From an optimization exercise on the open Yosys and OpenROAD flow, aimed at small area, a short achievable clock period and few clock cycles per item; shortcuts taken in it are not production practice.
Only simulation tests tie the RTL to the original design; equivalence was not proved.
Power is estimated from default activity; no workload was simulated.

Design Neuron, start of the top module:
module Neuron (
 input clk,
 input GlobalReset,             
 input Input_Valid,             
 input [11:0] Bias,             
 output Idle,
 input [335:0] Row_Wgt,         
 input [27:0] Row_Pix,          
 output Row_Ready,              
 output [18:0] NeuronOutput,
 output OutputReady);
reg busy;
reg take_r;
reg [5:0] cyc;       
reg o_OutputReady;
wire start = Input_Valid & ~busy;
wire take = start | take_r;
assign Idle = ~busy;
assign Row_Ready = take;
assign OutputReady = o_OutputReady;
reg [1:0] vld_r;    
always @(posedge clk or negedge GlobalReset) begin
  if (!GlobalReset) begin
    busy <= 1'b0;
    take_r <= 1'b0;
    cyc <= 6'd0;
    o_OutputReady <= 1'b0;
    vld_r <= 0;
  end else begin
    vld_r <= {vld_r[0:0], take};
    if (start) begin
      busy <= 1'b1;
      take_r <= 1'b1;
      cyc <= 6'd1;
      o_OutputReady <= 1'b0;
    end else if (busy) begin
      cyc <= cyc + 6'd1;
      if (cyc == 6'd27)
        take_r <= 1'b0;
      if (cyc == 6'd30) begin
        busy <= 1'b0;
        o_OutputReady <= 1'b1;
      end
    end
  end
end
wire [11:0] pp [0:27];
genvar g;
generate
for (g = 0; g < 28; g = g + 1) begin : PP
  assign pp[g] = ~(Row_Wgt[12*g +: 12] & {12{Row_Pix[g]}});
end
endgenerate
wire s0l0_fs0;
wire s0l0_fc0;
wire s0l0_fs1;
wire s0l0_fc1;
wire s0l0_fs2;
wire s0l0_fc2;
wire s0l0_fs3;
wire s0l0_fc3;
wire s0l0_fs4;
wire s0l0_fc4;
wire s0l0_fs5;
wire s0l0_fc5;
wire s0l0_fs6;
wire s0l0_fc6;
wire s0l0_fs7;
wire s0l0_fc7;
wire s0l0_fs8;
wire s0l0_fc8;
wire s0l0_fs9;
wire s0l0_fc9;
wire s0l0_fs10;
wire s0l0_fc10;
wire s0l0_fs11;
wire s0l0_fc11;
wire s0l0_fs12;
wire s0l0_fc12;
wire s0l0_fs13;
wire s0l0_fc13;
wire s0l0_fs14;
wire s0l0_fc14;
wire s0l0_fs15;
wire s0l0_fc15;
wire s0l0_fs16;
wire s0l0_fc16;
wire s0l0_fs17;
wire s0l0_fc17;
wire s0l0_fs18;
wire s0l0_fc18;
wire s0l0_fs19;
wire s0l0_fc19;
wire s0l0_fs20;
wire s0l0_fc20;
wire s0l0_fs21;
wire s0l0_fc21;
wire s0l0_fs22;
  ...
==> flow/config.mk <==
export PLATFORM = sky130hd
export DESIGN_NAME = Neuron
export DESIGN_NICKNAME = Neuron
export VERILOG_FILES = /design/flow/design.v
export SDC_FILE = /design/flow/constraint.sdc
export NUM_CORES = 4
export LEC_CHECK = 0
export CAP_MARGIN = 20
export CORE_MARGIN = 2
export CORE_UTILIZATION = 55
export CTS_BUF_LIST = sky130_fd_sc_hd__clkbuf_8
export CTS_CLUSTER_DIAMETER = 60
export CTS_CLUSTER_SIZE = 16
export PLACE_DENSITY = 0.75
export SETUP_SLACK_MARGIN = 1.45
export SLEW_MARGIN = 20
export SYNTH_HIERARCHICAL = 1
export SYNTH_MINIMUM_KEEP_SIZE = 0
==> flow/constraint.sdc <==
create_clock -name core_clock -period 4.0 [get_ports {clk}]
set_input_delay 0.8000 -clock core_clock [delete_from_list [all_inputs] [get_ports {clk}]]
set_output_delay 0.8000 -clock core_clock [all_outputs]
set_load 0.01 [all_outputs]
standard.sh (not shown) runs the stock make flow with config.mk's settings and CLKGATE_MAP_FILE= SYNTH_SCRIPT=/design/flow/synth_recipe.tcl, a recipe that flattens the netlist after the stock synthesis.
==> flow/flow/run.sh <==
#!/bin/bash
# The standard layout (the standard.sh: standard synthesis, then ORFS to
# finish), with the ports buffered by sky130_fd_sc_hd__buf_1 cells instead of
# the delay buffers buffer_ports picks by default. Make's output goes to
# flow.log; each ORFS step keeps its own log under orfs/logs/.
set -euo pipefail
bash standard.sh "BUFFER_PORTS_ARGS=-buffer_cell sky130_fd_sc_hd__buf_1" finish > flow.log 2>&1
Testbench counts at the start, summed over its fixed seeds: cycles 5,960, items 192.
Next try:
SETUP_SLACK_MARGIN = 1.6   (was 1.45)
Cell area rises by 2.1%.
Core utilization rises by 1.4 points.
Routed wire length rises by 0.86%.
Combinational power barely changes.
Hold slack gets better by 0.016 ns.
First-iteration DRC count rises by 11%.
Area after synthesis does not change.
Setup slack gets better by 0.10 ns.
Total power stays flat.
Final cell count is about the same.
Next try:
SETUP_SLACK_MARGIN = 1.75   (was 1.6)
After rerunning: Total power went up by a few percent; non-clock buffer count went up by 39; clock skew went down by 0.010 ns; worst setup slack is better by 0.088 ns; register-to-register slack is worse by 0.03 ns; utilization went up by 6.0 points.

## afterwards: timing with drivers on the ports
The flow's constraints put no driver on any port. The routed layouts listed below were extracted and timed again, unchanged, in two steps. Step 1 (the two cells are an assumption about what drives the block):
set clk [get_ports {clk}]
set_driving_cell -lib_cell sky130_fd_sc_hd__clkbuf_16 $clk
set_driving_cell -lib_cell sky130_fd_sc_hd__buf_2 [delete_from_list [all_inputs] $clk]
Step 2 moves the port delays by t, midway between the first and last clock arrival at a register: inputs arrive t later, outputs are due t later. That takes back most of the time a late clock gives input paths. Slacks: ideal / step 1 / step 2; pairs: ideal / step 1.
run	t, ns	setup WS [ns]	slew at the worst register clock pin (ns)	pins driven straight from the clock port
the first run	0.555	1.481 / 1.498 / 0.943	0.10 / 0.10	1
the second run	0.550	1.584 / 1.599 / 1.049	0.10 / 0.10	1
the third run	0.557	1.672 / 1.636 / 1.079	0.10 / 0.10	1
After both steps setup and hold are still met in every run listed. For the third run, which loses most, drivers alone change the setup slack by -0.036 ns; drivers and shift together by -0.593 ns.
